This is an optimization exercise on Yosys and OpenROAD, whose aim is small area, a short achievable clock period and few clock cycles per item, not a production implementation. Function was checked by simulation only, so behaviour that the tests miss may differ from the original. Power and IR drop assume default switching activity.

--- design/flow/constraint.sdc ---
create_clock -name core_clock -period 10.0 [get_ports {clk}]
set_input_delay 2.0000 -clock core_clock [delete_from_list [all_inputs] [get_ports {clk}]]
set_output_delay 2.0000 -clock core_clock [all_outputs]
set_load 0.01 [all_outputs]
--- design/flow/config.mk ---
export PLATFORM = sky130hd
export DESIGN_NAME = toplevel
export DESIGN_NICKNAME = toplevel
export VERILOG_FILES = /design/flow/design.v
export SDC_FILE = /design/flow/constraint.sdc
export NUM_CORES = 4
export LEC_CHECK = 0
export CAP_MARGIN = 20
export CORE_MARGIN = 2
export CORE_UTILIZATION = 40
export SLEW_MARGIN = 20
--- design/flow/design.v ---
`timescale 1ns/10ps
module SigmoidTable(
	input [15:0] x,
	output reg [7:0] y
);
always @(*) begin
	if(x[15:7]==9'h1FF || x[15:7]==9'h000)begin
		case(x[7:0])
			8'h00 : y = 8'h10;		 
			8'h01 : y = 8'h10;		 
			8'h02 : y = 8'h10;		 
			8'h03 : y = 8'h10;		 
			8'h04 : y = 8'h10;		 
			8'h05 : y = 8'h11;		 
			8'h06 : y = 8'h11;		 
			8'h07 : y = 8'h11;		 
			8'h08 : y = 8'h11;		 
			8'h09 : y = 8'h12;		 
			8'h0A : y = 8'h12;		 
			8'h0B : y = 8'h12;		 
			8'h0C : y = 8'h12;		 
			8'h0D : y = 8'h13;		 
			8'h0E : y = 8'h13;		 
			8'h0F : y = 8'h13;		 
			8'h10 : y = 8'h13;		 
			8'h11 : y = 8'h14;		 
			8'h12 : y = 8'h14;		 
			8'h13 : y = 8'h14;		 
			8'h14 : y = 8'h14;		 
			8'h15 : y = 8'h15;		 
			8'h16 : y = 8'h15;		 
			8'h17 : y = 8'h15;		 
			8'h18 : y = 8'h15;		 
			8'h19 : y = 8'h15;		 
			8'h1A : y = 8'h16;		 
			8'h1B : y = 8'h16;		 
			8'h1C : y = 8'h16;		 
			8'h1D : y = 8'h16;		 
			8'h1E : y = 8'h16;		 
			8'h1F : y = 8'h17;		 
			8'h20 : y = 8'h17;		 
			8'h21 : y = 8'h17;		 
			8'h22 : y = 8'h17;		 
			8'h23 : y = 8'h17;		 
			8'h24 : y = 8'h18;		 
			8'h25 : y = 8'h18;		 
			8'h26 : y = 8'h18;		 
			8'h27 : y = 8'h18;		 
			8'h28 : y = 8'h18;		 
			8'h29 : y = 8'h19;		 
			8'h2A : y = 8'h19;		 
			8'h2B : y = 8'h19;		 
			8'h2C : y = 8'h19;		 
			8'h2D : y = 8'h19;		 
			8'h2E : y = 8'h19;		 
			8'h2F : y = 8'h1A;		 
			8'h30 : y = 8'h1A;		 
			8'h31 : y = 8'h1A;		 
			8'h32 : y = 8'h1A;		 
			8'h33 : y = 8'h1A;		 
			8'h34 : y = 8'h1A;		 
			8'h35 : y = 8'h1A;		 
			8'h36 : y = 8'h1B;		 
			8'h37 : y = 8'h1B;		 
			8'h38 : y = 8'h1B;		 
			8'h39 : y = 8'h1B;		 
			8'h3A : y = 8'h1B;		 
			8'h3B : y = 8'h1B;		 
			8'h3C : y = 8'h1B;		 
			8'h3D : y = 8'h1B;		 
			8'h3E : y = 8'h1B;		 
			8'h3F : y = 8'h1C;		 
			8'h40 : y = 8'h1C;		 
			8'h41 : y = 8'h1C;		 
			8'h42 : y = 8'h1C;		 
			8'h43 : y = 8'h1C;		 
			8'h44 : y = 8'h1C;		 
			8'h45 : y = 8'h1C;		 
			8'h46 : y = 8'h1C;		 
			8'h47 : y = 8'h1C;		 
			8'h48 : y = 8'h1C;		 
			8'h49 : y = 8'h1D;		 
			8'h4A : y = 8'h1D;		 
			8'h4B : y = 8'h1D;		 
			8'h4C : y = 8'h1D;		 
			8'h4D : y = 8'h1D;		 
			8'h4E : y = 8'h1D;		 
			8'h4F : y = 8'h1D;		 
			8'h50 : y = 8'h1D;		 
			8'h51 : y = 8'h1D;		 
			8'h52 : y = 8'h1D;		 
			8'h53 : y = 8'h1D;		 
			8'h54 : y = 8'h1D;		 
			8'h55 : y = 8'h1D;		 
			8'h56 : y = 8'h1D;		 
			8'h57 : y = 8'h1E;		 
			8'h58 : y = 8'h1E;		 
			8'h59 : y = 8'h1E;		 
			8'h5A : y = 8'h1E;		 
			8'h5B : y = 8'h1E;		 
			8'h5C : y = 8'h1E;		 
			8'h5D : y = 8'h1E;		 
			8'h5E : y = 8'h1E;		 
			8'h5F : y = 8'h1E;		 
			8'h60 : y = 8'h1E;		 
			8'h61 : y = 8'h1E;		 
			8'h62 : y = 8'h1E;		 
			8'h63 : y = 8'h1E;		 
			8'h64 : y = 8'h1E;		 
			8'h65 : y = 8'h1E;		 
			8'h66 : y = 8'h1E;		 
			8'h67 : y = 8'h1E;		 
			8'h68 : y = 8'h1E;		 
			8'h69 : y = 8'h1E;		 
			8'h6A : y = 8'h1E;		 
			8'h6B : y = 8'h1E;		 
			8'h6C : y = 8'h1E;		 
			8'h6D : y = 8'h1E;		 
			8'h6E : y = 8'h1F;		 
			8'h6F : y = 8'h1F;		 
			8'h70 : y = 8'h1F;		 
			8'h71 : y = 8'h1F;		 
			8'h72 : y = 8'h1F;		 
			8'h73 : y = 8'h1F;		 
			8'h74 : y = 8'h1F;		 
			8'h75 : y = 8'h1F;		 
			8'h76 : y = 8'h1F;		 
			8'h77 : y = 8'h1F;		 
			8'h78 : y = 8'h1F;		 
			8'h79 : y = 8'h1F;		 
			8'h7A : y = 8'h1F;		 
			8'h7B : y = 8'h1F;		 
			8'h7C : y = 8'h1F;		 
			8'h7D : y = 8'h1F;		 
			8'h7E : y = 8'h1F;		 
			8'h7F : y = 8'h1F;		 
			8'h80 : y = 8'h00;		 
			8'h81 : y = 8'h00;		 
			8'h82 : y = 8'h00;		 
			8'h83 : y = 8'h00;		 
			8'h84 : y = 8'h00;		 
			8'h85 : y = 8'h00;		 
			8'h86 : y = 8'h00;		 
			8'h87 : y = 8'h00;		 
			8'h88 : y = 8'h00;		 
			8'h89 : y = 8'h00;		 
			8'h8A : y = 8'h00;		 
			8'h8B : y = 8'h00;		 
			8'h8C : y = 8'h00;		 
			8'h8D : y = 8'h00;		 
			8'h8E : y = 8'h00;		 
			8'h8F : y = 8'h00;		 
			8'h90 : y = 8'h00;		 
			8'h91 : y = 8'h00;		 
			8'h92 : y = 8'h00;		 
			8'h93 : y = 8'h01;		 
			8'h94 : y = 8'h01;		 
			8'h95 : y = 8'h01;		 
			8'h96 : y = 8'h01;		 
			8'h97 : y = 8'h01;		 
			8'h98 : y = 8'h01;		 
			8'h99 : y = 8'h01;		 
			8'h9A : y = 8'h01;		 
			8'h9B : y = 8'h01;		 
			8'h9C : y = 8'h01;		 
			8'h9D : y = 8'h01;		 
			8'h9E : y = 8'h01;		 
			8'h9F : y = 8'h01;		 
			8'hA0 : y = 8'h01;		 
			8'hA1 : y = 8'h01;		 
			8'hA2 : y = 8'h01;		 
			8'hA3 : y = 8'h01;		 
			8'hA4 : y = 8'h01;		 
			8'hA5 : y = 8'h01;		 
			8'hA6 : y = 8'h01;		 
			8'hA7 : y = 8'h01;		 
			8'hA8 : y = 8'h01;		 
			8'hA9 : y = 8'h01;		 
			8'hAA : y = 8'h02;		 
			8'hAB : y = 8'h02;		 
			8'hAC : y = 8'h02;		 
			8'hAD : y = 8'h02;		 
			8'hAE : y = 8'h02;		 
			8'hAF : y = 8'h02;		 
			8'hB0 : y = 8'h02;		 
			8'hB1 : y = 8'h02;		 
			8'hB2 : y = 8'h02;		 
			8'hB3 : y = 8'h02;		 
			8'hB4 : y = 8'h02;		 
			8'hB5 : y = 8'h02;		 
			8'hB6 : y = 8'h02;		 
			8'hB7 : y = 8'h02;		 
			8'hB8 : y = 8'h03;		 
			8'hB9 : y = 8'h03;		 
			8'hBA : y = 8'h03;		 
			8'hBB : y = 8'h03;		 
			8'hBC : y = 8'h03;		 
			8'hBD : y = 8'h03;		 
			8'hBE : y = 8'h03;		 
			8'hBF : y = 8'h03;		 
			8'hC0 : y = 8'h03;		 
			8'hC1 : y = 8'h03;		 
			8'hC2 : y = 8'h04;		 
			8'hC3 : y = 8'h04;		 
			8'hC4 : y = 8'h04;		 
			8'hC5 : y = 8'h04;		 
			8'hC6 : y = 8'h04;		 
			8'hC7 : y = 8'h04;		 
			8'hC8 : y = 8'h04;		 
			8'hC9 : y = 8'h04;		 
			8'hCA : y = 8'h04;		 
			8'hCB : y = 8'h05;		 
			8'hCC : y = 8'h05;		 
			8'hCD : y = 8'h05;		 
			8'hCE : y = 8'h05;		 
			8'hCF : y = 8'h05;		 
			8'hD0 : y = 8'h05;		 
			8'hD1 : y = 8'h05;		 
			8'hD2 : y = 8'h06;		 
			8'hD3 : y = 8'h06;		 
			8'hD4 : y = 8'h06;		 
			8'hD5 : y = 8'h06;		 
			8'hD6 : y = 8'h06;		 
			8'hD7 : y = 8'h06;		 
			8'hD8 : y = 8'h07;		 
			8'hD9 : y = 8'h07;		 
			8'hDA : y = 8'h07;		 
			8'hDB : y = 8'h07;		 
			8'hDC : y = 8'h07;		 
			8'hDD : y = 8'h08;		 
			8'hDE : y = 8'h08;		 
			8'hDF : y = 8'h08;		 
			8'hE0 : y = 8'h08;		 
			8'hE1 : y = 8'h08;		 
			8'hE2 : y = 8'h09;		 
			8'hE3 : y = 8'h09;		 
			8'hE4 : y = 8'h09;		 
			8'hE5 : y = 8'h09;		 
			8'hE6 : y = 8'h09;		 
			8'hE7 : y = 8'h0A;		 
			8'hE8 : y = 8'h0A;		 
			8'hE9 : y = 8'h0A;		 
			8'hEA : y = 8'h0A;		 
			8'hEB : y = 8'h0A;		 
			8'hEC : y = 8'h0B;		 
			8'hED : y = 8'h0B;		 
			8'hEE : y = 8'h0B;		 
			8'hEF : y = 8'h0B;		 
			8'hF0 : y = 8'h0C;		 
			8'hF1 : y = 8'h0C;		 
			8'hF2 : y = 8'h0C;		 
			8'hF3 : y = 8'h0C;		 
			8'hF4 : y = 8'h0D;		 
			8'hF5 : y = 8'h0D;		 
			8'hF6 : y = 8'h0D;		 
			8'hF7 : y = 8'h0D;		 
			8'hF8 : y = 8'h0E;		 
			8'hF9 : y = 8'h0E;		 
			8'hFA : y = 8'h0E;		 
			8'hFB : y = 8'h0E;		 
			8'hFC : y = 8'h0F;		 
			8'hFD : y = 8'h0F;		 
			8'hFE : y = 8'h0F;		 
			8'hFF : y = 8'h0F;		 
			default : y = 8'h00;
		endcase
	end
	else begin
		if(x[15])begin
			y = 8'h00;
		end	
		else begin 		
			y = 8'h20;
		end
	end
end
endmodule
`timescale 1ns/10ps
module FSM (
	input clk,
	input rst_b,
	output reg req01,         
	output reg [7:0] a0,      
	output reg [12:0] a1,     
	output reg req2,
	output [6:0] a2w,         
	output reg [1:0] bsel,    
	output reg d1,            
	output first,             
	output cap,               
	output pv,                
	output pclr,              
	output reg b2,            
	output reg [3:0] rp,      
	output reg done
);
	localparam S_WAIT = 2'd0, S_PASS = 2'd1, S_IDLE = 2'd2, S_FIN = 2'd3;
	reg       ph, act;
	reg [4:0] n;
	reg [2:0] tf, tc;         
	reg [8:0] ba;             
	reg [1:0] st, sp;
	reg [3:0] pm;
	reg       fin;
	reg [1:0] v, vc;          
	assign a2w   = ba[8:2];
	assign first = tf[2];
	assign cap   = tc[2];
	assign pv    = v[1];
	assign pclr  = vc[1];
	wire ring_home = (rp == 4'd9);
	wire restart   = (st == S_FIN) & ring_home;
	wire slot      = ph & act;
	wire rd2pass   = req2 & (st == S_PASS);
	always @(posedge clk or negedge rst_b) begin
		if (~rst_b) begin
			ph <= 1'b1; act <= 1'b1; n <= 5'd0; a0 <= 8'd0; a1 <= 13'd0; req01 <= 1'b1;
			d1 <= 1'b0; tf <= 3'd0; tc <= 3'd0;
			rp <= 4'd0; done <= 1'b0;
			req2 <= 1'b1; ba <= 9'd0; bsel <= 2'd0;
			st <= S_WAIT; sp <= 2'd0; pm <= 4'd0; b2 <= 1'b1; fin <= 1'b0;
			v <= 2'd0; vc <= 2'd0;
		end else begin
			rp   <= ring_home ? 4'd0 : rp + 4'd1;
			done <= restart;
			d1   <= req01;
			tf   <= {tf[1:0], slot & (a0 == 8'd0)};
			tc   <= {tc[1:0], slot & (a0 == 8'd0) & (n != 5'd0)};
			v    <= {v[0], rd2pass};
			vc   <= {vc[0], rd2pass & b2};
			if (req2) bsel <= ba[1:0];
			if (restart) begin
				ph <= 1'b1; act <= 1'b1; n <= 5'd0; a0 <= 8'd0; a1 <= 13'd0; req01 <= 1'b1;
				req2 <= 1'b1; ba <= 9'd0;
				st <= S_WAIT; b2 <= 1'b1; fin <= 1'b0;
			end else begin
				ph <= ~ph;
				req01 <= ~ph & act & (n != 5'd29);
				if (slot) begin
					if (n != 5'd29) begin
						a1 <= a1 + 13'd1;
						if (a0 == 8'd195) begin
							a0 <= 8'd0;
							n <= n + 5'd1;
						end else
							a0 <= a0 + 8'd1;
					end else
						act <= 1'b0;
				end
				case (st)
				S_WAIT: begin
					if (req2) ba <= 9'd32;        
					req2 <= (rp == 4'd8);
					if (rp == 4'd8) begin
						st <= S_PASS; sp <= 2'd0; pm <= 4'd0;
					end
				end
				S_PASS: begin
					if (req2) begin
						ba <= ba + (b2 ? 9'd1 : 9'd30);
						pm <= pm + 4'd1;
					end
					sp <= (sp == 2'd2) ? 2'd0 : sp + 2'd1;
					req2 <= (sp == 2'd2) & (pm != 4'd10);
					if ((sp == 2'd2) & (pm == 4'd10)) begin
						b2 <= 1'b0;
						if (fin)
							st <= S_FIN;
						else begin
							st <= S_IDLE;
							req2 <= 1'b1;           
							ba <= {4'd0, n} + 9'd1;
						end
					end
				end
				S_IDLE: begin
					req2 <= 1'b0;
					if (cap) begin
						ba <= {4'd0, n} + 9'd43;  
						fin <= (n == 5'd29);
						st <= S_WAIT;
					end
				end
				default: ;
				endcase
			end
		end
	end
endmodule
`timescale 1ns/10ps
module mac (
	input clk,
	input [31:0] din_a,
	input [31:0] din_w1,
	input [31:0] din_w2,
	input d1,
	input first,
	input cap,
	input b2,
	input [1:0] bsel,
	input pv,
	input pclr,
	output [159:0] dout
);
	reg signed [7:0] xa0, xa1, xw0, xw1;
	always @(posedge clk) begin
		if (d1) begin
			xa0 <= din_a[7:0];   xa1 <= din_a[15:8];
			xw0 <= din_w1[7:0];  xw1 <= din_w1[15:8];
		end else begin
			xa0 <= din_a[23:16]; xa1 <= din_a[31:24];
			xw0 <= din_w1[23:16]; xw1 <= din_w1[31:24];
		end
	end
	wire signed [15:0] p0 = xa0 * xw0;
	wire signed [15:0] p1 = xa1 * xw1;
	reg  signed [7:0]  t0, t1;
	always @(posedge clk) begin
		t0 <= {p0[15], p0[11:5]};
		t1 <= {p1[15], p1[11:5]};
	end
	reg  signed [7:0]  br;      
	reg  signed [15:0] acc;
	always @(posedge clk)
		acc <= (first ? {{8{br[7]}}, br} : acc) + {{8{t0[7]}}, t0} + {{8{t1[7]}}, t1};
	wire [7:0] sig;
	SigmoidTable SigmoidTable(.x(acc), .y(sig));
	reg [5:0] s;
	always @(posedge clk)
		if (cap) s <= sig[5:0];
		else if (b2) s <= 6'd32;    
	always @(posedge clk)
		case (bsel)
		2'd0: br <= din_w2[7:0];
		2'd1: br <= din_w2[15:8];
		2'd2: br <= din_w2[23:16];
		default: br <= din_w2[31:24];
		endcase
	wire signed [6:0]  s7 = {1'b0, s};
	wire signed [15:0] q = s7 * br;
	reg  signed [7:0]  tq;
	reg                tclr;
	always @(posedge clk) begin
		tq   <= pv ? {q[15], q[11:5]} : 8'd0;
		tclr <= pclr;
	end
	reg signed [12:0] R [0:9];
	integer k;
	always @(posedge clk) begin
		for (k = 0; k < 9; k = k + 1) R[k] <= R[k+1];
		R[9] <= (tclr ? 13'sd0 : R[0]) + {{5{tq[7]}}, tq};
	end
	assign dout = {{{3{R[9][12]}}, R[9]}, {{3{R[6][12]}}, R[6]}, {{3{R[3][12]}}, R[3]},
	               {{3{R[0][12]}}, R[0]}, {{3{R[7][12]}}, R[7]}, {{3{R[4][12]}}, R[4]},
	               {{3{R[1][12]}}, R[1]}, {{3{R[8][12]}}, R[8]}, {{3{R[5][12]}}, R[5]},
	               {{3{R[2][12]}}, R[2]}};
endmodule
`timescale 1ns/10ps
module toplevel(
	input clk,
	input rst_b,
	input start,
	output done,
	output req,
	output req1,
	output req2,
	output [11:0] addr,
	output [14:0] addr1,
	output [11:0] addr2,
	input [31:0] rdata,
	input [31:0] rdata1,
	input [31:0] rdata2,
	input ack,
	input ack1,
	input ack2,
	output [159:0] dout
);
	wire        d1, first, cap, pv, pclr, b2;
	wire [1:0]  bsel;
	wire [6:0]  a2w;
	wire [7:0]  a0;
	wire [12:0] a1;
	wire [3:0]  rp;
	FSM FSM(
		.clk(clk), .rst_b(rst_b),
		.req01(req), .a0(a0), .a1(a1),
		.req2(req2), .a2w(a2w), .bsel(bsel),
		.d1(d1), .first(first), .cap(cap), .pv(pv), .pclr(pclr), .b2(b2),
		.rp(rp), .done(done)
	);
	mac DUT5(
		.clk(clk),
		.din_a(rdata), .din_w1(rdata1), .din_w2(rdata2),
		.d1(d1), .first(first), .cap(cap), .b2(b2),
		.bsel(bsel), .pv(pv), .pclr(pclr),
		.dout(dout)
	);
	assign req1  = req;
	assign addr  = {4'd0, a0};
	assign addr1 = {2'd0, a1};
	assign addr2 = {5'd0, a2w};
endmodule
--- design/flow/run.sh ---
#!/bin/bash
# synth_recipe.tcl (not shown) runs the flow's synth.tcl, then flattens the netlist and writes it again
# the make line also repeats each setting of config.mk as NAME=value (left out here)
make -C /OpenROAD-flow-scripts/flow DESIGN_CONFIG=/design/flow/config.mk WORK_HOME=/design/flow/orfs CLKGATE_MAP_FILE= SYNTH_SCRIPT=/design/flow/synth_recipe.tcl finish
==> impl_metrics.tcl, run 1 <==
set metrics [dict create \
    drt-total-wl_um 37370 \
    dp_hpwl_um 29250 \
    insertedDiodeCount 0 \
    seq_area_um2 6187 \
    rsz0062_at_grt "no" \
    cts.sinks 289 \
    setup_ws_ps 5412 \
    fin_setup_tns_ps 0 \
    synth_ff_type "dfxtp_1" \
    hold_buffers 0 \
    ys_ff_latch 289 \
    seq_area_frac_synth 0.3466 \
    cts_setup_buffers 0 \
    die-area_um2 46330 \
    fin_util 0.5030 \
    reg2reg_depth 17 \
    vias_per_cell 4.754 \
    p_total_mw 7.634 \
    ys_top_cells_by_count "260 x inv_1, 216 x dfxtp_1, 160 x fa_1" \
    dieHeight_um 215.2 \
    grt-ovfl-total 0 \
    yosys_warnings 4 \
    drc_errors 0 \
    start_util 0.4045 \
    area_growth_pct 24.34 \
    grt_usage 0.1679 \
    num_rows 77 \
    grt_pass1_vias 12990 \
    dp_slack_ps 5341 \
    slowest_delay_ps 530 \
    ys_types 78 \
    vdd_drop_max_mv 0.3025 \
    synth.largest_area_cell "dfxtp_1" \
    slew_viol_final 0 \
    min_period_over_period 0.4588 \
    cp.required_ps 10430 \
    worst_pin_slew_ps 1047 \
    p_leak_nw 9.980 \
    synthArstFlopShare 0.2318 \
    max-slew-margin-rel 0.2969 \
    hold_slack_ps 335.8 \
    vias 12450 \
    die_x_um 215.2 \
    path_max_fanout 8 \
    cts_root_buf "clkbuf_16" \
    crit_path_start_kind "register" \
    wl_per_cell_um 14.27 \
    final_net_count 2396 \
    final_hold_viol_count 0 \
    clk_pin_slew_ps 60 \
    post_route_cells_drive_above_1_share 0.06463 \
    clk_latency_ps 550 \
    crit_path_top_delay_cell "fa_1" \
    htreeDepth 2 \
    hp-class "register to register" \
    first_iter_violations 467 \
    netlist_area_um2 17850 \
    critical_path_class "register to register" \
    critPathArrivalTime_ps 5020 \
    whs_path_depth 0 \
    synthTopCellsByArea "dfxtp_1 24%, fa_1 18%, ha_1 9.2%" \
    end_kind "register" \
    coreArea_um2 44120 \
    cts_tree "done" \
    drt_first_pass_iters 5 \
    finClkSkew_ps 21.27 \
    cts_buffers 36 \
    yosysMostFrequentCell "inv_1" \
    power_density_nw_per_um2 344.0 \
    status "timing/DRC/antenna clean" \
    maxCapViolations 0 \
    clock.fmax_ghz 0.2179 \
    synth-edff-count 6 \
    grt_pass1_wl_um 64240 \
    setup_viol 0 \
    cts_max_path_buffers 3 \
    worstPathCellList "and2_1, fa_1, inv_1, fa_1, inv_1, fa_1, inv_1, fa_1, inv_1, ha_1, a21oi_1, nor2b_1, a311o_1, a21o_1, a21oi_1, xor2_1, nor2_1" \
    synth_top_area_share 0.2423 \
    antenna_found_initial 1 \
    grt_max_degree 68 \
    avgSynthCellArea_um2 10.23 \
    gp_congestion 0.8334 \
    cts_resized 0 \
    port_buffers 289 \
    n_fill_cell 4135 \
    detail-route-antenna-nets 0 \
    period_minus_slack_ps 4588 \
    pin_count 305 \
    syn_inst 1745 \
    multi_input_area_um2 10160 \
]
==> final timing paths <==
path	startpoint	end	slack [ps]
max	DUT5.s[3]	DUT5.tq[5]	5410
min	DUT5.R[2][3]	DUT5.R[1][3]	340
max reg2reg	DUT5.s[3]	DUT5.tq[5]	5410
min reg2reg	DUT5.R[2][3]	DUT5.R[1][3]	340
max in group asynchronous	rst_b	FSM.a1[4]	7830
min in group asynchronous	rst_b	FSM.v[1]	1570
==> per-stage QoR <==
step	instances	cell area (um^2)
global placement	2557	21000
detailed placement	2557	21000
floorplan	1755	17890
CTS	2619	22190
finish	2619	22190
global route	2619	22190
==> layer usage <==
metal  global-route usage  routed length [um]
met2               0.2916               18210
met3              0.03369                2105
met5                    0                  14
met4              0.04759                 764
met1               0.2118               16280
==> worst max-delay path, delay by kind of cell, from the launching register on <==
kind | cells | cell delay [ps]
compound gates | 4 | 940
flops | 1 | 490
xor+xnor | 1 | 150
simple gates | 3 | 320
fa+ha+maj | 5 | 2370
buf+inv | 4 | 190
==> power by group <==
| group | switching (mW) | leakage [nW] | internal, mW |
|---|---|---|---|
| registers | 0.213 | 2.74 | 1.58 |
| logic | 2.51 | 6.66 | 2.04 |
| clock network | 0.511 | 0.580 | 0.776 |
==> cell families after synthesis <==
group | count (synthesis) | synth area share
adder cells (fa/ha/maj) | 291 | 0.2713
buffers and inverters | 346 | 0.08622
AND/OR/NAND/NOR | 440 | 0.1306
other | 1 | 0.0002101
AO/OA/AOI/OAI | 235 | 0.08201
flip-flops | 289 | 0.3466
multiplexers | 60 | 0.04234
XOR/XNOR | 83 | 0.04073
==> final cells by class <==
type	count	share of cell area
clock buffer	50	0.04803
clock inverter	12	0.005694
tap	592	0.03337
multi-input combinational	1120	0.4578
inverter	265	0.04538
timing repair buffer	291	0.1309
sequential	289	0.2788
==> flip-flops by register name, indices dropped and copies added (netlist names), 9 cells and up, named ones only <==
name / count
DUT5.R: 130
FSM.a1: 13
FSM.ba: 9
DUT5.acc: 16
==> cells in the final DEF, fill, tap and decap left out, types with 27 or more instances in the layout <==
cell,count
a21oi_1,55
xnor2_1,57
nand3_1,27
nand2_1,122
dfrtp_1,62
o21ai_0,74
fa_1,160
nor2b_1,29
nor2_1,59
clkbuf_16,38
and2_1,111
inv_1,260
ha_1,131
clkdlybuf4s50_1,288
dfxtp_1,216
mux2_2,44
Testbench counts, summed over its fixed seeds: cycles 205,386, items 18.
==> inputs of run 2 (changes only) <==
--- a/design/flow/design.v
+++ b/design/flow/design.v
@@ -295,18 +295,19 @@
 	output reg done
 );
-	localparam S_WAIT = 2'd0, S_PASS = 2'd1, S_IDLE = 2'd2, S_FIN = 2'd3;
+	localparam S_WAIT = 3'd0, S_PASS = 3'd1, S_IDLE = 3'd2, S_FIN = 3'd3, S_START = 3'd4;
 	reg       ph, act;
 	reg [4:0] n;
-	reg [2:0] tf, tc;         
+	reg [3:0] tf, tc;         
 	reg [8:0] ba;             
-	reg [1:0] st, sp;
+	reg [2:0] st;
+	reg [1:0] sp;
 	reg [3:0] pm;
 	reg       fin;
-	reg [1:0] v, vc;          
+	reg [2:0] v, vc;          
 	assign a2w   = ba[8:2];
-	assign first = tf[2];
-	assign cap   = tc[2];
-	assign pv    = v[1];
-	assign pclr  = vc[1];
+	assign first = tf[3];
+	assign cap   = tc[3];
+	assign pv    = v[2];
+	assign pclr  = vc[2];
 	wire ring_home = (rp == 4'd9);
 	wire restart   = (st == S_FIN) & ring_home;
@@ -315,23 +316,23 @@
 	always @(posedge clk or negedge rst_b) begin
 		if (~rst_b) begin
-			ph <= 1'b1; act <= 1'b1; n <= 5'd0; a0 <= 8'd0; a1 <= 13'd0; req01 <= 1'b1;
-			d1 <= 1'b0; tf <= 3'd0; tc <= 3'd0;
+			ph <= 1'b0; act <= 1'b1; n <= 5'd0; a0 <= 8'd0; a1 <= 13'd0; req01 <= 1'b0;
+			d1 <= 1'b0; tf <= 4'd0; tc <= 4'd0;
 			rp <= 4'd0; done <= 1'b0;
-			req2 <= 1'b1; ba <= 9'd0; bsel <= 2'd0;
-			st <= S_WAIT; sp <= 2'd0; pm <= 4'd0; b2 <= 1'b1; fin <= 1'b0;
-			v <= 2'd0; vc <= 2'd0;
+			req2 <= 1'b0; ba <= 9'd0; bsel <= 2'd0;
+			st <= S_START; sp <= 2'd0; pm <= 4'd0; b2 <= 1'b1; fin <= 1'b0;
+			v <= 3'd0; vc <= 3'd0;
 		end else begin
 			rp   <= ring_home ? 4'd0 : rp + 4'd1;
 			done <= restart;
 			d1   <= req01;
-			tf   <= {tf[1:0], slot & (a0 == 8'd0)};
-			tc   <= {tc[1:0], slot & (a0 == 8'd0) & (n != 5'd0)};
-			v    <= {v[0], rd2pass};
-			vc   <= {vc[0], rd2pass & b2};
+			tf   <= {tf[2:0], slot & (a0 == 8'd0)};
+			tc   <= {tc[2:0], slot & (a0 == 8'd0) & (n != 5'd0)};
+			v    <= {v[1:0], rd2pass};
+			vc   <= {vc[1:0], rd2pass & b2};
 			if (req2) bsel <= ba[1:0];
 			if (restart) begin
 				ph <= 1'b1; act <= 1'b1; n <= 5'd0; a0 <= 8'd0; a1 <= 13'd0; req01 <= 1'b1;
-				req2 <= 1'b1; ba <= 9'd0;
-				st <= S_WAIT; b2 <= 1'b1; fin <= 1'b0;
+				ba <= 9'd0;
+				st <= S_START; b2 <= 1'b1; fin <= 1'b0;
 			end else begin
 				ph <= ~ph;
@@ -349,8 +350,12 @@
 				end
 				case (st)
+				S_START: begin               
+					req2 <= 1'b1;
+					st <= S_WAIT;
+				end
 				S_WAIT: begin
 					if (req2) ba <= 9'd32;        
-					req2 <= (rp == 4'd8);
-					if (rp == 4'd8) begin
+					req2 <= (rp == 4'd7);
+					if (rp == 4'd7) begin
 						st <= S_PASS; sp <= 2'd0; pm <= 4'd0;
 					end
@@ -403,5 +408,5 @@
 	output [159:0] dout
 );
-	reg signed [7:0] xa0, xa1, xw0, xw1;
+	reg [7:0] xa0, xa1, xw0, xw1;
 	always @(posedge clk) begin
 		if (d1) begin
@@ -413,15 +418,25 @@
 		end
 	end
-	wire signed [15:0] p0 = xa0 * xw0;
-	wire signed [15:0] p1 = xa1 * xw1;
-	reg  signed [7:0]  t0, t1;
+	wire [6:0] cs0, cc0, cs1, cc1;
+	wire       cq0, cg0, cq1, cg1;
+	mul8cs M0(.a(xa0), .w(xw0), .s(cs0), .c(cc0), .c5(cq0), .sg(cg0));
+	mul8cs M1(.a(xa1), .w(xw1), .s(cs1), .c(cc1), .c5(cq1), .sg(cg1));
+	reg [6:0] ms0, mc0, ms1, mc1;
+	reg       m50, mg0, m51, mg1;
 	always @(posedge clk) begin
-		t0 <= {p0[15], p0[11:5]};
-		t1 <= {p1[15], p1[11:5]};
+		ms0 <= cs0; mc0 <= cc0; m50 <= cq0; mg0 <= cg0;
+		ms1 <= cs1; mc1 <= cc1; m51 <= cq1; mg1 <= cg1;
 	end
+	wire [6:0] f0 = ms0 + mc0 + m50;
+	wire [6:0] f1 = ms1 + mc1 + m51;
+	wire signed [7:0] tr0 = {mg0, f0};
+	wire signed [7:0] tr1 = {mg1, f1};
+	reg  signed [8:0] tsum;
+	always @(posedge clk)
+		tsum <= tr0 + tr1;
 	reg  signed [7:0]  br;      
 	reg  signed [15:0] acc;
 	always @(posedge clk)
-		acc <= (first ? {{8{br[7]}}, br} : acc) + {{8{t0[7]}}, t0} + {{8{t1[7]}}, t1};
+		acc <= (first ? {{8{br[7]}}, br} : acc) + {{7{tsum[8]}}, tsum};
 	wire [7:0] sig;
 	SigmoidTable SigmoidTable(.x(acc), .y(sig));
@@ -437,10 +452,15 @@
 		default: br <= din_w2[31:24];
 		endcase
-	wire signed [6:0]  s7 = {1'b0, s};
-	wire signed [15:0] q = s7 * br;
+	wire signed [3:0]  s3 = {1'b0, s[2:0]};
+	wire signed [10:0] pa_w = s3 * br;
+	reg  signed [10:0] pa;
+	always @(posedge clk)
+		pa <= pa_w;
+	wire [12:0] q = {{2{pa[10]}}, pa} + (s[3] ? {{2{br[7]}}, br, 3'd0} : 13'd0)
+	                                  + (s[4] ? {br[7], br, 4'd0} : 13'd0);
 	reg  signed [7:0]  tq;
 	reg                tclr;
 	always @(posedge clk) begin
-		tq   <= pv ? {q[15], q[11:5]} : 8'd0;
+		tq   <= pv ? (s[5] ? br : q[12:5]) : 8'd0;
 		tclr <= pclr;
 	end
@@ -456,4 +476,158 @@
 	               {{3{R[2][12]}}, R[2]}};
 endmodule
+module mul8cs(
+	input [7:0] a,
+	input [7:0] w,
+	output [6:0] s,
+	output [6:0] c,
+	output c5,
+	output sg
+);
+	wire pp0_0 = a[0] & w[0];
+	wire pp0_1 = a[0] & w[1];
+	wire pp0_2 = a[0] & w[2];
+	wire pp0_3 = a[0] & w[3];
+	wire pp0_4 = a[0] & w[4];
+	wire pp0_5 = a[0] & w[5];
+	wire pp0_6 = a[0] & w[6];
+	wire pp0_7 = ~(a[0] & w[7]);
+	wire pp1_0 = a[1] & w[0];
+	wire pp1_1 = a[1] & w[1];
+	wire pp1_2 = a[1] & w[2];
+	wire pp1_3 = a[1] & w[3];
+	wire pp1_4 = a[1] & w[4];
+	wire pp1_5 = a[1] & w[5];
+	wire pp1_6 = a[1] & w[6];
+	wire pp1_7 = ~(a[1] & w[7]);
+	wire pp2_0 = a[2] & w[0];
+	wire pp2_1 = a[2] & w[1];
+	wire pp2_2 = a[2] & w[2];
+	wire pp2_3 = a[2] & w[3];
+	wire pp2_4 = a[2] & w[4];
+	wire pp2_5 = a[2] & w[5];
+	wire pp2_6 = a[2] & w[6];
+	wire pp2_7 = ~(a[2] & w[7]);
+	wire pp3_0 = a[3] & w[0];
+	wire pp3_1 = a[3] & w[1];
+	wire pp3_2 = a[3] & w[2];
+	wire pp3_3 = a[3] & w[3];
+	wire pp3_4 = a[3] & w[4];
+	wire pp3_5 = a[3] & w[5];
+	wire pp3_6 = a[3] & w[6];
+	wire pp3_7 = ~(a[3] & w[7]);
+	wire pp4_0 = a[4] & w[0];
+	wire pp4_1 = a[4] & w[1];
+	wire pp4_2 = a[4] & w[2];
+	wire pp4_3 = a[4] & w[3];
+	wire pp4_4 = a[4] & w[4];
+	wire pp4_5 = a[4] & w[5];
+	wire pp4_6 = a[4] & w[6];
+	wire pp4_7 = ~(a[4] & w[7]);
+	wire pp5_0 = a[5] & w[0];
+	wire pp5_1 = a[5] & w[1];
+	wire pp5_2 = a[5] & w[2];
+	wire pp5_3 = a[5] & w[3];
+	wire pp5_4 = a[5] & w[4];
+	wire pp5_5 = a[5] & w[5];
+	wire pp5_6 = a[5] & w[6];
+	wire pp6_0 = a[6] & w[0];
+	wire pp6_1 = a[6] & w[1];
+	wire pp6_2 = a[6] & w[2];
+	wire pp6_3 = a[6] & w[3];
+	wire pp6_4 = a[6] & w[4];
+	wire pp6_5 = a[6] & w[5];
+	wire pp7_0 = ~(a[7] & w[0]);
+	wire pp7_1 = ~(a[7] & w[1]);
+	wire pp7_2 = ~(a[7] & w[2]);
+	wire pp7_3 = ~(a[7] & w[3]);
+	wire pp7_4 = ~(a[7] & w[4]);
+	wire s1 = pp0_6 ^ pp1_5;
+	wire c2 = pp0_6 & pp1_5;
+	wire s3 = pp0_7 ^ pp1_6 ^ pp2_5;
+	wire c4 = (pp0_7 & pp1_6) | (pp0_7 & pp2_5) | (pp1_6 & pp2_5);
+	wire s5 = pp3_4 ^ pp4_3;
+	wire c6 = pp3_4 & pp4_3;
+	wire s7 = pp1_7 ^ pp2_6 ^ pp3_5;
+	wire c8 = (pp1_7 & pp2_6) | (pp1_7 & pp3_5) | (pp2_6 & pp3_5);
+	wire s9 = pp4_4 ^ pp5_3 ^ pp6_2;
+	wire c10 = (pp4_4 & pp5_3) | (pp4_4 & pp6_2) | (pp5_3 & pp6_2);
+	wire s11 = pp2_7 ^ pp3_6 ^ pp4_5;
+	wire c12 = (pp2_7 & pp3_6) | (pp2_7 & pp4_5) | (pp3_6 & pp4_5);
+	wire s13 = pp0_4 ^ pp1_3;
+	wire c14 = pp0_4 & pp1_3;
+	wire s15 = pp0_5 ^ pp1_4 ^ pp2_3;
+	wire c16 = (pp0_5 & pp1_4) | (pp0_5 & pp2_3) | (pp1_4 & pp2_3);
+	wire s17 = pp3_2 ^ pp4_1;
+	wire c18 = pp3_2 & pp4_1;
+	wire s19 = s1 ^ pp2_4 ^ pp3_3;
+	wire c20 = (s1 & pp2_4) | (s1 & pp3_3) | (pp2_4 & pp3_3);
+	wire s21 = pp4_2 ^ pp5_1 ^ pp6_0;
+	wire c22 = (pp4_2 & pp5_1) | (pp4_2 & pp6_0) | (pp5_1 & pp6_0);
+	wire s23 = s3 ^ s5 ^ pp5_2;
+	wire c24 = (s3 & s5) | (s3 & pp5_2) | (s5 & pp5_2);
+	wire s25 = pp6_1 ^ pp7_0 ^ c2;
+	wire c26 = (pp6_1 & pp7_0) | (pp6_1 & c2) | (pp7_0 & c2);
+	wire s27 = s7 ^ s9 ^ pp7_1;
+	wire c28 = (s7 & s9) | (s7 & pp7_1) | (s9 & pp7_1);
+	wire s29 = ~(c4 ^ c6);
+	wire c30 = c4 | c6;
+	wire s31 = s11 ^ pp5_4 ^ pp6_3;
+	wire c32 = (s11 & pp5_4) | (s11 & pp6_3) | (pp5_4 & pp6_3);
+	wire s33 = pp7_2 ^ c8 ^ c10;
+	wire c34 = (pp7_2 & c8) | (pp7_2 & c10) | (c8 & c10);
+	wire s35 = pp3_7 ^ pp4_6 ^ pp5_5;
+	wire c36 = (pp3_7 & pp4_6) | (pp3_7 & pp5_5) | (pp4_6 & pp5_5);
+	wire s37 = pp6_4 ^ pp7_3 ^ c12;
+	wire c38 = (pp6_4 & pp7_3) | (pp6_4 & c12) | (pp7_3 & c12);
+	wire s39 = pp4_7 ^ pp5_6 ^ pp6_5;
+	wire c40 = (pp4_7 & pp5_6) | (pp4_7 & pp6_5) | (pp5_6 & pp6_5);
+	wire s41 = pp0_3 ^ pp1_2;
+	wire c42 = pp0_3 & pp1_2;
+	wire s43 = s13 ^ pp2_2 ^ pp3_1;
+	wire c44 = (s13 & pp2_2) | (s13 & pp3_1) | (pp2_2 & pp3_1);
+	wire s45 = s15 ^ s17 ^ pp5_0;
+	wire c46 = (s15 & s17) | (s15 & pp5_0) | (s17 & pp5_0);
+	wire s47 = s19 ^ s21 ^ c16;
+	wire c48 = (s19 & s21) | (s19 & c16) | (s21 & c16);
+	wire s49 = s23 ^ s25 ^ c20;
+	wire c50 = (s23 & s25) | (s23 & c20) | (s25 & c20);
+	wire s51 = s27 ^ s29 ^ c24;
+	wire c52 = (s27 & s29) | (s27 & c24) | (s29 & c24);
+	wire s53 = s31 ^ s33 ^ c28;
+	wire c54 = (s31 & s33) | (s31 & c28) | (s33 & c28);
+	wire s55 = s35 ^ s37 ^ c32;
+	wire c56 = (s35 & s37) | (s35 & c32) | (s37 & c32);
+	wire s57 = s39 ^ pp7_4 ^ c36;
+	wire c58 = (s39 & pp7_4) | (s39 & c36) | (pp7_4 & c36);
+	wire s59 = pp0_2 ^ pp1_1;
+	wire c60 = pp0_2 & pp1_1;
+	wire s61 = s41 ^ pp2_1 ^ pp3_0;
+	wire c62 = (s41 & pp2_1) | (s41 & pp3_0) | (pp2_1 & pp3_0);
+	wire s63 = s43 ^ pp4_0 ^ c42;
+	wire c64 = (s43 & pp4_0) | (s43 & c42) | (pp4_0 & c42);
+	wire s65 = s45 ^ c14 ^ c44;
+	wire c66 = (s45 & c14) | (s45 & c44) | (c14 & c44);
+	wire s67 = s47 ^ c18 ^ c46;
+	wire c68 = (s47 & c18) | (s47 & c46) | (c18 & c46);
+	wire s69 = s49 ^ c22 ^ c48;
+	wire c70 = (s49 & c22) | (s49 & c48) | (c22 & c48);
+	wire s71 = s51 ^ c26 ^ c50;
+	wire c72 = (s51 & c26) | (s51 & c50) | (c26 & c50);
+	wire s73 = s53 ^ c30 ^ c52;
+	wire c74 = (s53 & c30) | (s53 & c52) | (c30 & c52);
+	wire s75 = s55 ^ c34 ^ c54;
+	wire c76 = (s55 & c34) | (s55 & c54) | (c34 & c54);
+	wire s77 = s57 ^ c38 ^ c56;
+	wire c78 = (s57 & c38) | (s57 & c56) | (c38 & c56);
+	wire g79 = 1'b0;
+	wire g80 = ((pp0_1 & pp1_0) | ((pp0_1 ^ pp1_0) & g79));
+	wire g81 = ((s59 & pp2_0) | ((s59 ^ pp2_0) & g80));
+	wire g82 = ((s61 & c60) | ((s61 ^ c60) & g81));
+	wire g83 = ((s63 & c62) | ((s63 ^ c62) & g82));
+	assign s = {s77, s75, s73, s71, s69, s67, s65};
+	assign c = {c76, c74, c72, c70, c68, c66, c64};
+	assign c5 = g83;
+	assign sg = (a[7] ^ w[7]) & (|a) & (|w);
+endmodule
 `timescale 1ns/10ps
 module toplevel(
==> design/flow/flow/run.sh (new file) <==
#!/bin/bash
# The standard layout, with timing repair aimed below the clock period: repair
# works on every path with less than SETUP_SLACK_MARGIN ns of slack.
set -euo pipefail
bash standard.sh SETUP_SLACK_MARGIN=6.8 finish > standard.log 2>&1
==> design/flow/standard.sh (new file) <==
#!/bin/bash
# synth_recipe.tcl (not shown) runs the flow's synth.tcl, then flattens the netlist and writes it again
# the make line also repeats each setting of config.mk as NAME=value (left out here)
make -C /OpenROAD-flow-scripts/flow DESIGN_CONFIG=/design/flow/config.mk WORK_HOME=/design/flow/orfs CLKGATE_MAP_FILE= SYNTH_SCRIPT=/design/flow/synth_recipe.tcl "${@:-finish}"
--- a/design/flow/config.mk
+++ b/design/flow/config.mk
@@ -6,6 +6,9 @@
 export NUM_CORES = 4
 export LEC_CHECK = 0
+export ABC_CLOCK_PERIOD_IN_PS = 3000
 export CAP_MARGIN = 20
 export CORE_MARGIN = 2
-export CORE_UTILIZATION = 40
+export CORE_UTILIZATION = 60
+export CTS_CLUSTER_DIAMETER = 100
+export CTS_CLUSTER_SIZE = 30
 export SLEW_MARGIN = 20
removed: design/flow/run.sh
==> run 2 against run 1 <==
  * Critical path depth is 6 lower
  * Synthesized cell count is 6.9% lower
  * Core utilization increased by 24 points
  * Routed wire length decreased by 10%
  * Final cell count down 14%
  * Power down 21%
  * Via count is 3.5% lower
  * Hold slack better by 8.3 ps
  * Critical path type unchanged
==> impl_metrics.tcl, run 2 <==
set metrics [dict create \
    setup_viol 0 \
    finClkSkew_ps 25.05 \
    ys_top_cells_by_count "249 x dfxtp_1, 179 x inv_1, 137 x nand2_1" \
    p_leak_nw 9.507 \
    syn_inst 1625 \
    worstPathCellList "buf_4, mux2_2, ha_1, nor2_1, o21bai_1, nand2_2, clkinvlp_4, o21ai_0, a211o_1, a222oi_1, a22oi_1" \
    clk_latency_ps 510 \
    post_route_cells_drive_above_1_share 0.1000 \
    crit_path_start_kind "register" \
    die-area_um2 28930 \
    synth-edff-count 6 \
    num_rows 60 \
    ys_ff_latch 327 \
    slew_viol_final 0 \
    rsz0062_at_grt "yes" \
    grt_usage 0.2327 \
    cts_root_buf "clkbuf_16" \
    hp-class "register to register" \
    synth.largest_area_cell "dfxtp_1" \
    crit_path_top_delay_cell "dfrtp_2" \
    cp.required_ps 10390 \
    vias_per_cell 5.317 \
    power_switching_mw 2.410 \
    status "timing/DRC/antenna clean" \
    antenna_found_initial 0 \
    power_density_nw_per_um2 298.9 \
    area_growth_pct 22.03 \
    max-slew-margin-rel 0.3952 \
    p_sw_frac 0.3993 \
    critical_path_class "register to register" \
    slowest_delay_ps 460 \
    yosysMostFrequentCell "dfxtp_1" \
    synth_ff_type "dfxtp_1" \
    path_max_fanout 8 \
    fin_setup_tns_ps 0 \
    n_fill_cell 2002 \
    netlist_area_um2 16550 \
    pin_count 305 \
    clock.fmax_ghz 0.3083 \
    gp_congestion 0.8602 \
    final_cell_mix "235 x dfxtp_1, 177 x inv_1, 148 x dlygate4sd2_1" \
    reg_top3 "DUT5.R x130, DUT5.acc x16, FSM.a1 x13" \
    design_area_um2 20200 \
    dp_hpwl_um 24460 \
    period_minus_slack_ps 3244 \
    avgSynthCellArea_um2 10.19 \
    hold_buffers 0 \
    maxCapViolations 0 \
    final_hold_viol_count 0 \
    yosys_warnings 4 \
    seq_area_frac_synth 0.4212 \
    vdd_drop_max_mv 0.2979 \
    drt-total-wl_um 33600 \
    cts.sinks 327 \
    largest_reg_flops 130 \
    vias 12020 \
    wl_per_cell_um 14.86 \
    grt-ovfl-total 0 \
    drc_errors 0 \
    pwr-share-seq 0.324 \
    worst_pin_slew_ps 907.2 \
    coreArea_um2 27030 \
    detail-route-antenna-nets 0 \
    final_net_count 2205 \
    ys_types 84 \
    first_iter_violations 574 \
    critPathArrivalTime_ps 3640 \
    min_period_over_period 0.3244 \
    placed_area_um2 19430 \
    start_util 0.6124 \
    drt_first_pass_iters 7 \
    synthArstFlopShare 0.2202 \
    cp_top_family "compound AO/OA/AOI/OAI gates" \
    cts_tree "done" \
    top_register "DUT5.R" \
    grt_pass1_wl_um 56110 \
    p_int_mw 3.626 \
    synth_top_area_share 0.3012 \
    die_x_um 170.1 \
    insertedDiodeCount 0 \
    clk_pin_slew_ps 110 \
    port_buffers 289 \
    cts_max_path_buffers 3 \
    cts_buffers 15 \
    p_clk_frac 0.119 \
    synthTopCellsByArea "dfxtp_1 30%, dfrtp_1 10%, fa_1 10%" \
    grt_pass1_vias 11900 \
    combPwrFrac 0.557 \
    dieHeight_um 170.1 \
    htreeDepth 1 \
    layout_commonest_cell "dfxtp_1" \
    grt_max_degree 73 \
    path_buf_inv 2 \
    end_kind "register" \
]
-- run 2: logic make-up (layout without fill, tap and decap cells) --
kind of cell | Yosys count | after routing | synth area share
simple gates | 444 | 444 | 0.1355
flops | 327 | 327 | 0.4212
buf+inv | 264 | 549 | 0.07219
compound gates | 261 | 261 | 0.1030
fa+ha+maj | 188 | 188 | 0.1798
xor+xnor | 82 | 82 | 0.04385
mux | 58 | 58 | 0.04422
other cells | 1 | 11 | 0.0002266
-- run 2: worst reg2reg max path, stage by stage, from the launching register on --
cell	delay [ps]
dfrtp_2	460
buf_4	140
mux2_2	330
ha_1	450
nor2_1	110
o21bai_1	310
nand2_2	190
clkinvlp_4	210
o21ai_0	90
a211o_1	300
a222oi_1	390
a22oi_1	170
-- run 2: metal layers --
layer,global-route usage,share of wire,vias up
li1,-,-,5902
met1,0.3014,0.43,5743
met2,0.4141,0.50,327
met3,0.02791,0.049,50
met4,0.06094,0.024,0
met5,0,0,-
-- run 2: worst paths after layout --
check | start | end | slack (ps) | cells past startpoint
max in group asynchronous | rst_b | FSM.req2 | 7640 | 2
min in group asynchronous | rst_b | FSM.a1[9] | 1680 | 2
max reg2reg | FSM.tf[3] | register | 6760 | 11
min | DUT5.R[2][1] | DUT5.R[1][1] | 340 | 0
max | FSM.tf[3] | register | 6760 | 11
min reg2reg | DUT5.R[2][1] | DUT5.R[1][1] | 340 | 0
-- run 2: area by class of cell --
class	instances	area, um^2	area share
Inverter	182	699.4	0.03463
Tap cell	341	426.7	0.02112
Sequential cell	327	7004	0.3468
Multi-Input combinational cell	1044	8516	0.4216
Clock inverter	4	45.04	0.002230
Timing Repair Buffer	345	3088	0.1529
Clock buffer	18	417.9	0.02069
-- run 2: per-stage QoR --
step,hold WS (ps),util,setup slack [ps],total power [mW],std cells
floorplan,324.2,-,6841,4.185,1635
global placement,329.3,0.7185,6308,5.186,2186
detailed placement,334.4,0.7191,6219,5.275,2187
CTS,344.0,0.7428,6545,5.953,2251
global route,351.1,0.7473,6578,6.499,2261
finish,344.2,0.7473,6756,6.036,2261
-- run 2: power groups by stage --
stage               registers (mW)  clock network (mW)  logic, mW
finish                        1.96               0.718       3.36
detailed placement            2.00                   0       3.28
floorplan                     2.08                   0       2.10
CTS                           1.97               0.738       3.25
global placement              1.98                   0       3.20
global route                  2.01               0.778       3.71
-- run 2: timing repair --
action	4_1_cts	5_1_grt
gates resized for setup	248	45
buffers inserted	42	10
pin swaps	5	6
endpoints found under the setup margin	202	39
Testbench counts of run 2, summed over its fixed seeds: cycles 205,386, items 18.

-- separate check: timing with driven ports --
The flow's constraints put no driver on any port. The routed layouts listed below were extracted and timed again, unchanged, in two steps. Step 1, drivers: a clkbuf_16 drives clk and a buf_2 each remaining input, both assumed. Step 2 also shifts input and output timing later by t, the mid clock arrival at the registers, as if the neighbouring blocks saw the same clock. Slacks: no drivers / after step 1 / after step 2; pairs: no drivers / after step 1.
| run | shift t [ns] | slack for setup (ns) | latest minus earliest clock arrival (ns) | slew at the worst register clock pin (ns) |
|---|---|---|---|---|
| run 1 | 0.597 | 5.412 / 5.412 / 5.412 | 0.023 / 0.023 | 0.06 / 0.06 |
| run 2 | 0.553 | 6.756 / 6.756 / 6.756 | 0.028 / 0.029 | 0.11 / 0.11 |
After both steps setup and hold are still met in every run listed.
